Source: an optimization exercise on an open RTL-to-GDS flow (aim: small area). Production flows keep margins and buffers that such runs may drop.
RTL that was checked went through simulation tests only; none was proved equivalent to the original.
No activity file was given, so power comes from the tool's default toggle rates.

## the reference run
==> flow/design.v (excerpt) <==
module udp_ip_mac_top #(
    parameter       LOCAL_MAC = 48'h3C_2B_1A_09_4D_5E,
    parameter       LOCAL_IP  = 32'hC0_A8_01_6E,
    parameter       LOCL_PORT = 16'hF0F0,
    parameter       DEST_MAC  = 48'h04_D9_F5_89_43_66,
    parameter       DEST_IP   = 32'hC0_A8_01_69,
    parameter       DEST_PORT = 16'hA0A0 
)(
    input           rgmii_clk,
    input           rstn,
    input           app_data_in_valid,
    input   [7:0]   app_data_in,      
    input   [15:0]  app_data_length,    
    input           app_data_request, 
    output          udp_send_ack,   
    input           arp_req,
    output          arp_found,
    output          mac_not_exist,
    output          mac_send_end,
    output  [7:0]   udp_rec_rdata ,       
    output  [15:0]  udp_rec_data_length,      
    output          udp_rec_data_valid,        
    output          mac_data_valid,
    output  [7:0]   mac_tx_data,   
    input           rx_en,         
    input   [7:0]   mac_rx_datain
);
Size in the first run: ~76 I/O pins, about 0.088 mm² of cells after synthesis.
export LEC_CHECK = 0
export CAP_MARGIN = 5
export CORE_MARGIN = 2
export CORE_UTILIZATION = 55
export GPL_TIMING_DRIVEN = 0
export PLACE_DENSITY = 0.7
export SLEW_MARGIN = 5
create_clock -name core_clock -period 8.0 [get_ports {rgmii_clk}]
standard.sh (not shown) runs the stock make flow with config.mk's settings and CLKGATE_MAP_FILE= SYNTH_SCRIPT=/design/flow/synth_recipe.tcl, a recipe that flattens the netlist after the stock synthesis.
==> flow/flow/run.sh <==
#!/bin/bash
# Layout flow: the standard ORFS flow (standard.sh), with these changes:
#  - synthesis maps adders as plain logic (no full-adder extraction, no
#    Kogge-Stone carry map) and uses an area-oriented ABC script (flow/abc_speed.script, replacing
#    ORFS's abc_speed.script in a linked copy of the scripts folder)
#  - port buffers are buf_1
#  - CTS builds the tree from clkbuf_8 with up to 18 sinks per cluster and
#    inserts no dummy loads
# Each tool's output stays in ORFS's own logs (orfs/logs); make's output is in
# standard_flow.log in this folder.
set -euo pipefail
WORK=$(pwd)
SX=$WORK/scripts_x
mkdir -p "$SX"
for f in "$FLOW_HOME"/scripts/*; do ln -sf "$f" "$SX/"; done
rm -f "$SX/abc_speed.script"
cp "$WORK/flow/abc_speed.script" "$SX/abc_speed.script"
export CTS_ARGS="-sink_clustering_enable -repair_clock_nets -dont_use_dummy_load -buf_list sky130_fd_sc_hd__clkbuf_8 -sink_clustering_size 18 -sink_clustering_max_diameter 45"
export BUFFER_PORTS_ARGS="-buffer_cell sky130_fd_sc_hd__buf_1"
export MAKEFLAGS="ADDER_MAP_FILE= SYNTH_OPERATIONS_ARGS=-nofsm SCRIPTS_DIR=$SX"
bash standard.sh > "$WORK/standard_flow.log" 2>&1
==> flow/flow/abc_speed.script <==
strash
&get -n
&fraig -x
&put
dc2
strash
dc2
strash
dc2
strash
&get -n
&dch -f
&nf
&dch -f
&nf
&dch -f
&nf
&put
The reference run went all the way through the flow, and no timing, DRC or antenna check failed.
> inputs changed (the reference run -> the trial run)
Settings: SLEW_MARGIN now 20, was 5; CAP_MARGIN now 20, was 5.
==> flow/flow/abc_speed.script <==
strash
&get -n
&fraig -x
&put
dc2
strash
dc2
strash
dc2
strash
&get -n
&dch -f
&nf
&dch -f
&nf
&dch -f
&nf
&put
topo
buffer -c
upsize -c
dnsize -c
==> comparison <==
From the reference run to the trial run the numbers moved as follows: sequential share of layout area moved down; global routing usage on met3 about even; net switching component of the power rose by 2.1%; power per standard cell area level.
The power consumption of the trial run was inferior to that of the reference run.
The reference run ended up with ip_layer.ip_tx.ip_send_cnt[12]$_SDFF_PN0_ as its launch point of the critical path; the trial run ended up with arp_mac_top_U1.mac_layer.mac_rx.mac_rx_data_3d[0]$_DFF_P_.
The trial run against the reference run: non-clock buffer count went up, weighted congestion reported at the end of routability-driven placement moved up.

Another version of the RTL of udp_ip_mac_top (not shown whole).
Size: ~7700 cells after synthesis, ~3200 flip-flops, ~0.095 mm² of cells after synthesis.
## udp_ip_mac_top
module udp_ip_mac_top #(
    parameter       LOCAL_MAC = 48'h3C_2B_1A_09_4D_5E,
    parameter       LOCAL_IP  = 32'hC0_A8_01_6E,
    parameter       LOCL_PORT = 16'hF0F0,
    parameter       DEST_MAC  = 48'h04_D9_F5_89_43_66,
    parameter       DEST_IP   = 32'hC0_A8_01_69,
    parameter       DEST_PORT = 16'hA0A0 
)(
    input           rgmii_clk,
    input           rstn,
    input           app_data_in_valid,
    input   [7:0]   app_data_in,      
    input   [15:0]  app_data_length,    
    input           app_data_request, 
    output          udp_send_ack,   
    input           arp_req,
    output          arp_found,
    output          mac_not_exist,
    output          mac_send_end,
    output  [7:0]   udp_rec_rdata ,       
    output  [15:0]  udp_rec_data_length,      
    output          udp_rec_data_valid,        
    output          mac_data_valid,
    output  [7:0]   mac_tx_data,   
    input           rx_en,         
    input   [7:0]   mac_rx_datain
);
make LEC_CHECK=0 CAP_MARGIN=20 CORE_MARGIN=2 CORE_UTILIZATION=40 CTS_BUF_LIST=sky130_fd_sc_hd__clkbuf_4 CTS_CLUSTER_DIAMETER=40 CTS_CLUSTER_SIZE=10 PLACE_DENSITY=0.6 SLEW_MARGIN=20 finish   # period 8.0 ns
run.sh (not shown) runs the stock make flow with config.mk's settings and CLKGATE_MAP_FILE= SYNTH_SCRIPT=/design/flow/synth_recipe.tcl, a recipe that flattens the netlist after the stock synthesis.
Stock flow here: none of the scripts above is used.
The first run passed the timing, DRC and antenna checks.
Next try:
- CTS_BUF_LIST: sky130_fd_sc_hd__clkbuf_4 -> sky130_fd_sc_hd__clkbuf_8
- CTS_CLUSTER_DIAMETER: 40 -> 50
- CTS_CLUSTER_SIZE: 10 -> 20
Effect: The changed run completed without violations. Final cell count decreases by 2.2%. Maximum frequency decreases by 0.35%. Hold slack gains 0.066 ns. Area after synthesis stays the same. Final area decreases by 0.35%. Worst setup slack loses 0.025 ns. Power decreases by 1.7%. Routed wire length decreases by 1.2%. Non-clock buffer count does not change.
No run of this note included a check of the RTL's function; only the layout flow was run.

run A:
udp_ip_mac_top with an RTL version that a note above also has.
Size in the first run: about 3200 flip-flops, ~76 I/O pins, roughly 0.089 mm^2 of cells after synthesis.
Settings: LEC_CHECK=0, CAP_MARGIN=20, CORE_MARGIN=2, CORE_UTILIZATION=40, GPL_TIMING_DRIVEN=0, PLACE_DENSITY=0.6, SLEW_MARGIN=20; clock period 8.0 ns.
standard.sh (not shown) runs the stock make flow with config.mk's settings and CLKGATE_MAP_FILE= SYNTH_SCRIPT=/design/flow/synth_recipe.tcl, a recipe that flattens the netlist after the stock synthesis.
==> flow/flow/run.sh <==
#!/bin/bash
# Layout flow: the standard ORFS flow (standard.sh), with these changes:
#  - synthesis maps adders as plain logic (no full-adder extraction, no
#    Kogge-Stone carry map) and uses an area-oriented ABC script (flow/abc_speed.script)
#  - port buffers are buf_1
#  - CTS builds the tree from clkbuf_8 with up to 18 sinks per cluster and
#    inserts no dummy loads
# Each tool's output stays in ORFS's own logs (orfs/logs); make's output is in
# standard_flow.log in this folder.
set -euo pipefail
WORK=$(pwd)
SX=$WORK/scripts_x
mkdir -p "$SX"
for f in "$FLOW_HOME"/scripts/*; do ln -sf "$f" "$SX/"; done
rm -f "$SX/abc_speed.script"
cp "$WORK/flow/abc_speed.script" "$SX/abc_speed.script"
export CTS_ARGS="-sink_clustering_enable -repair_clock_nets -dont_use_dummy_load -buf_list sky130_fd_sc_hd__clkbuf_16 -sink_clustering_size 36 -sink_clustering_max_diameter 60"
export BUFFER_PORTS_ARGS="-buffer_cell sky130_fd_sc_hd__buf_1"
export MAKEFLAGS="ADDER_MAP_FILE= SYNTH_OPERATIONS_ARGS=-nofsm SCRIPTS_DIR=$SX"
bash standard.sh > "$WORK/standard_flow.log" 2>&1
==> flow/flow/abc_speed.script <==
strash
&get -n
&fraig -x
&put
dc2
strash
&get -n
&dch -f
&nf
&put
Run A completed end to end with timing, DRC and antenna clean.
What run B does differently from run A at the input level:
- PLACE_DENSITY now 0.7, was 0.6
- CORE_UTILIZATION now 55, was 40
--- a/flow/flow/run.sh
+++ b/flow/flow/run.sh
@@ -15,5 +15,5 @@
 rm -f "$SX/abc_speed.script"
 cp "$WORK/flow/abc_speed.script" "$SX/abc_speed.script"
-export CTS_ARGS="-sink_clustering_enable -repair_clock_nets -dont_use_dummy_load -buf_list sky130_fd_sc_hd__clkbuf_16 -sink_clustering_size 36 -sink_clustering_max_diameter 60"
+export CTS_ARGS="-sink_clustering_enable -repair_clock_nets -dont_use_dummy_load -buf_list sky130_fd_sc_hd__clkbuf_8 -sink_clustering_size 18 -sink_clustering_max_diameter 45"
 export BUFFER_PORTS_ARGS="-buffer_cell sky130_fd_sc_hd__buf_1"
 export MAKEFLAGS="ADDER_MAP_FILE= SYNTH_OPERATIONS_ARGS=-nofsm SCRIPTS_DIR=$SX"
==> flow/flow/abc_speed.script <==
strash
&get -n
&fraig -x
&put
dc2
strash
dc2
strash
dc2
strash
&get -n
&dch -f
&nf
&dch -f
&nf
&dch -f
&nf
&put
Notes after the runs:
- Cmp run B vs run A: final cell count lower in run B
- Sort run A and run B by cell depth of the worst flop-to-flop path, ascending, and run A comes first.
- Compare run A and run B | number of nets in the finished design higher: run B
Setup changes, run B to run C
- changing CORE_UTILIZATION from 55 to 40
- changing PLACE_DENSITY from 0.7 to 0.6
==> flow/flow/abc_speed.script <==
strash
&get -n
&fraig -x
&put
dc2
strash
&get -n
&dch -f
&nf
&put
## What came out
- The final layouts of run B and run C pass the timing, DRC and antenna checks.
- From run B to run C the numbers moved as follows: final cell count without fillers saw an increase; wire length of the first global-routing pass saw an increase; met1 capacity usage during global routing saw a decrease; synthesized cell count saw an increase; combinational cell fraction of total power saw little to no change.
- On run C: clock power share is 2.6 points higher than what run B gave.
- Run C against run B: antenna diode count now larger, headroom to the max-slew limit now sits higher, overall power after layout +about 4%.
- Going from run B to run C, the portion of the post-synthesis area used by sequential elements was found to have gone down by 0.37 points.

udp_ip_mac_top again, from the RTL that the note above started with.
==> flow/design.v (excerpt) <==
module udp_ip_mac_top #(
    parameter       LOCAL_MAC = 48'h3C_2B_1A_09_4D_5E,
    parameter       LOCAL_IP  = 32'hC0_A8_01_6E,
    parameter       LOCL_PORT = 16'hF0F0,
    parameter       DEST_MAC  = 48'h04_D9_F5_89_43_66,
    parameter       DEST_IP   = 32'hC0_A8_01_69,
    parameter       DEST_PORT = 16'hA0A0 
)(
    input           rgmii_clk,
    input           rstn,
    input           app_data_in_valid,
    input   [7:0]   app_data_in,      
    input   [15:0]  app_data_length,    
    input           app_data_request, 
    output          udp_send_ack,   
    input           arp_req,
    output          arp_found,
    output          mac_not_exist,
    output          mac_send_end,
    output  [7:0]   udp_rec_rdata ,       
    output  [15:0]  udp_rec_data_length,      
    output          udp_rec_data_valid,        
    output          mac_data_valid,
    output  [7:0]   mac_tx_data,   
    input           rx_en,         
    input   [7:0]   mac_rx_datain
);
export LEC_CHECK = 0
export CAP_MARGIN = 20
export CORE_MARGIN = 2
export CORE_UTILIZATION = 55
export CTS_BUF_LIST = sky130_fd_sc_hd__clkbuf_8
export CTS_CLUSTER_DIAMETER = 45
export CTS_CLUSTER_SIZE = 18
export GPL_TIMING_DRIVEN = 0
export PLACE_DENSITY = 0.7
export SLEW_MARGIN = 20
create_clock -name core_clock -period 8.0 [get_ports {rgmii_clk}]
run.sh (not shown) runs the stock make flow with config.mk's settings and CLKGATE_MAP_FILE= SYNTH_SCRIPT=/design/flow/synth_recipe.tcl, a recipe that flattens the netlist after the stock synthesis.
Stock flow here: none of the scripts above is used.
Edit:
==> flow/flow/run.sh (new file) <==
#!/bin/bash
# Layout flow: the standard ORFS flow (standard.sh), with these changes:
#  - synthesis maps adders as plain logic (no full-adder extraction, no
#    Kogge-Stone carry map) and uses an area-oriented ABC script (flow/abc_speed.script, replacing
#    ORFS's abc_speed.script in a linked copy of the scripts folder)
#  - port buffers are buf_1
#  - CTS builds the tree from clkbuf_8 with up to 20 sinks per cluster and
#    inserts no dummy loads
# Each tool's output stays in ORFS's own logs (orfs/logs); make's output is in
# standard_flow.log in this folder.
set -euo pipefail
WORK=$(pwd)
SX=$WORK/scripts_x
mkdir -p "$SX"
for f in "$FLOW_HOME"/scripts/*; do ln -sf "$f" "$SX/"; done
rm -f "$SX/abc_speed.script"
cp "$WORK/flow/abc_speed.script" "$SX/abc_speed.script"
export CTS_ARGS="-sink_clustering_enable -repair_clock_nets -dont_use_dummy_load -buf_list sky130_fd_sc_hd__clkbuf_8 -sink_clustering_size 20 -sink_clustering_max_diameter 45"
export BUFFER_PORTS_ARGS="-buffer_cell sky130_fd_sc_hd__buf_1"
export MAKEFLAGS="ADDER_MAP_FILE= SYNTH_OPERATIONS_ARGS=-nofsm SCRIPTS_DIR=$SX"
bash standard.sh > "$WORK/standard_flow.log" 2>&1
==> flow/flow/abc_speed.script (new file) <==
strash
&get -n
&fraig -x
&put
dc2
strash
dc2
strash
dc2
strash
&get -n
&dch -f
&nf
&dch -f
&nf
&dch -f
&nf
&put
==> flow/standard.sh (new file) <==
#!/bin/bash
# synth_recipe.tcl (not shown) runs the flow's synth.tcl, then flattens the netlist and writes it again
# the make line also repeats each setting of config.mk as NAME=value (left out here)
make -C /OpenROAD-flow-scripts/flow DESIGN_CONFIG=/design/flow/config.mk WORK_HOME=/design/flow/orfs CLKGATE_MAP_FILE= SYNTH_SCRIPT=/design/flow/synth_recipe.tcl "${@:-finish}"
- CTS_BUF_LIST: sky130_fd_sc_hd__clkbuf_8 -> default
- CTS_CLUSTER_DIAMETER: 45 -> default
- CTS_CLUSTER_SIZE: 18 -> default
removed: flow/run.sh
Outcome:
- The new run completed without violations
- design area falls by 8.4%
- maximum frequency decreases by 20%
- power drops by 11%
- routed wire length fell by 17%
- synthesized cell count fell by 12%
- core utilization went down by 1.3 points

Setup of alpha:
Starting RTL as in the previous note.
Settings: LEC_CHECK=0, CAP_MARGIN=20, CORE_MARGIN=2, CORE_UTILIZATION=55, GPL_TIMING_DRIVEN=0, PLACE_DENSITY=0.7, SLEW_MARGIN=20; clock period 8.0 ns.
standard.sh (not shown) runs the stock make flow with config.mk's settings and CLKGATE_MAP_FILE= SYNTH_SCRIPT=/design/flow/synth_recipe.tcl, a recipe that flattens the netlist after the stock synthesis.
==> flow/flow/run.sh <==
#!/bin/bash
# Layout flow: the standard ORFS flow (standard.sh), with these changes:
#  - synthesis maps adders as plain logic (no full-adder extraction, no
#    Kogge-Stone carry map) and uses an area-oriented ABC script (flow/abc_speed.script)
#  - port buffers are buf_1
#  - CTS builds the tree from clkbuf_8 with up to 18 sinks per cluster and
#    inserts no dummy loads
# Each tool's output stays in ORFS's own logs (orfs/logs); make's output is in
# standard_flow.log in this folder.
set -euo pipefail
WORK=$(pwd)
SX=$WORK/scripts_x
mkdir -p "$SX"
for f in "$FLOW_HOME"/scripts/*; do ln -sf "$f" "$SX/"; done
rm -f "$SX/abc_speed.script"
cp "$WORK/flow/abc_speed.script" "$SX/abc_speed.script"
export CTS_ARGS="-sink_clustering_enable -repair_clock_nets -dont_use_dummy_load -buf_list sky130_fd_sc_hd__clkbuf_8 -sink_clustering_size 18 -sink_clustering_max_diameter 45"
export BUFFER_PORTS_ARGS="-buffer_cell sky130_fd_sc_hd__buf_1"
export MAKEFLAGS="ADDER_MAP_FILE= SYNTH_OPERATIONS_ARGS=-nofsm SCRIPTS_DIR=$SX"
bash standard.sh > "$WORK/standard_flow.log" 2>&1
==> flow/flow/abc_speed.script <==
strash
&get -n
&fraig -x
&put
dc2
strash
&get -n
&dch -f
&nf
&put
For beta, these inputs were changed with respect to alpha:
# alpha
export LEC_CHECK = 0
export CAP_MARGIN = 20
export CORE_MARGIN = 2
export CORE_UTILIZATION = 55
export GPL_TIMING_DRIVEN = 0
export PLACE_DENSITY = 0.7
export SLEW_MARGIN = 20
create_clock -name core_clock -period 8.0 [get_ports {rgmii_clk}]
# beta
export LEC_CHECK = 0
export CAP_MARGIN = 20
export CORE_MARGIN = 2
export CORE_UTILIZATION = 65
export GPL_TIMING_DRIVEN = 0
export PLACE_DENSITY = 0.78
export SLEW_MARGIN = 20
create_clock -name core_clock -period 8.0 [get_ports {rgmii_clk}]
-- flow/flow/run.sh --
<<< alpha, line 3
#  - synthesis maps adders as plain logic (no full-adder extraction, no
#    Kogge-Stone carry map) and uses an area-oriented ABC script (flow/abc_speed.script)
#  - port buffers are buf_1
>>> beta, line 3
#  - synthesis maps adders as plain logic (no full-adder extraction, no
#    Kogge-Stone carry map) and uses an area-oriented ABC script (flow/abc_speed.script, replacing
#    ORFS's abc_speed.script in a linked copy of the scripts folder)
#  - port buffers are buf_1
==> flow/flow/abc_speed.script <==
strash
&get -n
&fraig -x
&put
dc2
strash
dc2
strash
dc2
strash
&get -n
&dch -f
&nf
&dch -f
&nf
&dch -f
&nf
&put
[summary]
Every run (alpha and beta) finished clean.
beta vs. alpha: number of cells in the design after placement moved down, post-route antenna net violation count shows no meaningful change, top achievable clock speed has decreased.
beta vs. alpha: met1 demand-to-capacity share in global routing moved up; data arrival time of the worst path moved up.
Comparing alpha with beta, the share of total power in combinational logic came out essentially unchanged.
beta: power about 3% below alpha
Between alpha and beta, area growth from synthesis to layout is lower for beta, alpha comes in above that.
beta vs alpha: non-clock buffer count up by a few percent
Wire length after detailed routing (higher): beta
Of the two values seen for beginning of the critical path, ip_layer.ip_tx.ip_send_cnt[15]$_SDFF_PN0_ was produced by beta and ip_layer.ip_tx.ip_send_cnt[12]$_SDFF_PN0_ by alpha.
Modified inputs, gamma compared to beta
# beta
export LEC_CHECK = 0
export CAP_MARGIN = 20
export CORE_MARGIN = 2
export CORE_UTILIZATION = 65
export GPL_TIMING_DRIVEN = 0
export PLACE_DENSITY = 0.78
export SLEW_MARGIN = 20
create_clock -name core_clock -period 8.0 [get_ports {rgmii_clk}]
# gamma
export LEC_CHECK = 0
export CAP_MARGIN = 20
export CORE_MARGIN = 2
export CORE_UTILIZATION = 55
export GPL_TIMING_DRIVEN = 0
export PLACE_DENSITY = 0.7
export SLEW_MARGIN = 20
create_clock -name core_clock -period 8.0 [get_ports {rgmii_clk}]
-- flow/flow/run.sh --
<<< beta, line 17
cp "$WORK/flow/abc_speed.script" "$SX/abc_speed.script"
export CTS_ARGS="-sink_clustering_enable -repair_clock_nets -dont_use_dummy_load -buf_list sky130_fd_sc_hd__clkbuf_8 -sink_clustering_size 18 -sink_clustering_max_diameter 45"
export BUFFER_PORTS_ARGS="-buffer_cell sky130_fd_sc_hd__buf_1"
>>> gamma, line 17
cp "$WORK/flow/abc_speed.script" "$SX/abc_speed.script"
export CTS_ARGS="-sink_clustering_enable -repair_clock_nets -dont_use_dummy_load -buf_list sky130_fd_sc_hd__clkbuf_8 -sink_clustering_size 20 -sink_clustering_max_diameter 45"
export BUFFER_PORTS_ARGS="-buffer_cell sky130_fd_sc_hd__buf_1"
Results
beta finished every stage and its layout cleared the timing, DRC and antenna checks.
gamma finished every stage and its layout cleared the timing, DRC and antenna checks.
Looking at placement-stage worst setup slack, gamma sits 0.040 ns higher than beta does.
On remaining max-slew budget at the tightest pin: between gamma and beta, it ends up lower for beta.
gamma against beta: synthesized area flat; least setup slack across all paths after layout up 0.098 ns.
## Diff of input files: delta against gamma
==> flow/flow/run.sh <==
#!/bin/bash
# Layout flow: the standard ORFS flow (standard.sh), with these changes:
#  - synthesis maps adders as plain logic (no full-adder extraction, no
#    Kogge-Stone carry map) and uses an area-oriented ABC script (flow/abc_speed.script)
#  - port buffers are buf_1
#  - CTS builds the tree from clkbuf_8 with up to 18 sinks per cluster and
#    inserts no dummy loads
# Each tool's output stays in ORFS's own logs (orfs/logs); make's output is in
# standard_flow.log in this folder.
set -euo pipefail
WORK=$(pwd)
SX=$WORK/scripts_x
mkdir -p "$SX"
for f in "$FLOW_HOME"/scripts/*; do ln -sf "$f" "$SX/"; done
rm -f "$SX/abc_speed.script"
cp "$WORK/flow/abc_speed.script" "$SX/abc_speed.script"
export CTS_ARGS="-sink_clustering_enable -repair_clock_nets -dont_use_dummy_load -buf_list sky130_fd_sc_hd__clkbuf_8 -sink_clustering_size 22 -sink_clustering_max_diameter 45"
export BUFFER_PORTS_ARGS="-buffer_cell sky130_fd_sc_hd__buf_1"
export MAKEFLAGS="ADDER_MAP_FILE= SYNTH_OPERATIONS_ARGS=-nofsm SCRIPTS_DIR=$SX"
bash standard.sh > "$WORK/standard_flow.log" 2>&1
### Flow results
- The sequential share of layout area on delta is in line with that on gamma.
- delta leaves less setup margin than gamma.
- From delta to gamma, inserted tap cell count did not move at all.
- The global-route wire length before repair of delta is lower than that of gamma.
- Headroom to the max-slew limit ended up 0.61 points higher on delta than on gamma.
Relative to delta, the following input files were edited for epsilon:
-- flow/flow/run.sh --
<<< delta, line 3
#  - synthesis maps adders as plain logic (no full-adder extraction, no
#    Kogge-Stone carry map) and uses an area-oriented ABC script (flow/abc_speed.script)
#  - port buffers are buf_1
>>> epsilon, line 3
#  - synthesis maps adders as plain logic (no full-adder extraction, no
#    Kogge-Stone carry map) and uses an area-oriented ABC script (flow/abc_speed.script, replacing
#    ORFS's abc_speed.script in a linked copy of the scripts folder)
#  - port buffers are buf_1
<<< delta, line 16
cp "$WORK/flow/abc_speed.script" "$SX/abc_speed.script"
export CTS_ARGS="-sink_clustering_enable -repair_clock_nets -dont_use_dummy_load -buf_list sky130_fd_sc_hd__clkbuf_8 -sink_clustering_size 22 -sink_clustering_max_diameter 45"
export BUFFER_PORTS_ARGS="-buffer_cell sky130_fd_sc_hd__buf_1"
>>> epsilon, line 17
cp "$WORK/flow/abc_speed.script" "$SX/abc_speed.script"
export CTS_ARGS="-sink_clustering_enable -repair_clock_nets -dont_use_dummy_load -buf_list sky130_fd_sc_hd__clkbuf_8 -sink_clustering_size 18 -sink_clustering_max_diameter 45"
export BUFFER_PORTS_ARGS="-buffer_cell sky130_fd_sc_hd__buf_1"
--- outcome ---
The run with more setup slack is delta; epsilon has less. Between delta and epsilon, the difference in final area is negligible. Going from delta to epsilon, fraction of power consumed by the clock network up 0.8 points, mean routed wirelength per cell held steady, transition time of the tightest slew-check pin higher. Lower maximum VDD drop among delta and epsilon: delta.

-- separate check: timing with driven ports --
No port has a modelled driver above. Below, the same layouts with a new extraction and two added sets of constraints. Step 1 (the two cells are an assumption about what drives the block):
set clk [get_ports {rgmii_clk}]
set_driving_cell -lib_cell sky130_fd_sc_hd__clkbuf_16 $clk
set_driving_cell -lib_cell sky130_fd_sc_hd__buf_2 [delete_from_list [all_inputs] $clk]
Step 2 times the ports against the registers' clock, not the clock port: input delays grow and output delays shrink by t, the midpoint of the rising clock arrivals with the driver on. Slacks: ideal ports / drivers / drivers and shift; pairs: ideal ports / drivers.
run | t, ns | setup WS [ns] | hold slack, ns | worst setup path at the end | worst slew at a driven data input, ns
the reference run | 1.020 | 1.883 / 1.883 / 1.883 | 0.272 / 0.272 / 0.272 | register to register | 0.04
the trial run | 1.042 | 2.669 / 2.669 / 2.669 | 0.231 / 0.231 / 0.231 | register to register | 0.05
the first run of note 2 | 1.451 | 0.924 / 0.924 / 0.924 | 0.206 / 0.206 / 0.206 | register to register | 0.06
the second run of note 2 | 1.115 | 0.899 / 0.899 / 0.899 | 0.272 / 0.272 / 0.272 | register to register | 0.06
run A | 0.886 | 1.592 / 1.592 / 1.385 | 0.270 / 0.270 / 0.270 | input to register | 0.10
run B | 1.009 | 1.564 / 1.564 / 1.564 | 0.276 / 0.276 / 0.276 | register to register | 0.04
run C | 1.091 | 1.623 / 1.623 / 1.517 | 0.263 / 0.263 / 0.263 | input to register | 0.10
the first run of note 4 | 1.129 | 2.881 / 2.881 / 2.824 | 0.275 / 0.275 / 0.275 | input to register | 0.05
the second run of note 4 | 1.006 | 1.607 / 1.607 / 1.607 | 0.273 / 0.273 / 0.273 | register to register | 0.04
alpha | 1.066 | 1.818 / 1.818 / 1.818 | 0.263 / 0.263 / 0.263 | register to register | 0.16
beta | 0.998 | 1.510 / 1.510 / 1.510 | 0.232 / 0.232 / 0.232 | register to register | 0.08
gamma | 1.006 | 1.607 / 1.607 / 1.607 | 0.273 / 0.273 / 0.273 | register to register | 0.04
delta | 1.008 | 1.579 / 1.579 / 1.579 | 0.255 / 0.255 / 0.255 | register to register | 0.04
epsilon | 1.009 | 1.564 / 1.564 / 1.564 | 0.276 / 0.276 / 0.276 | register to register | 0.04
After both steps setup and hold are still met in every run listed. For run A, which loses most, drivers alone change the setup slack by 0.000 ns; drivers and shift together by -0.207 ns.
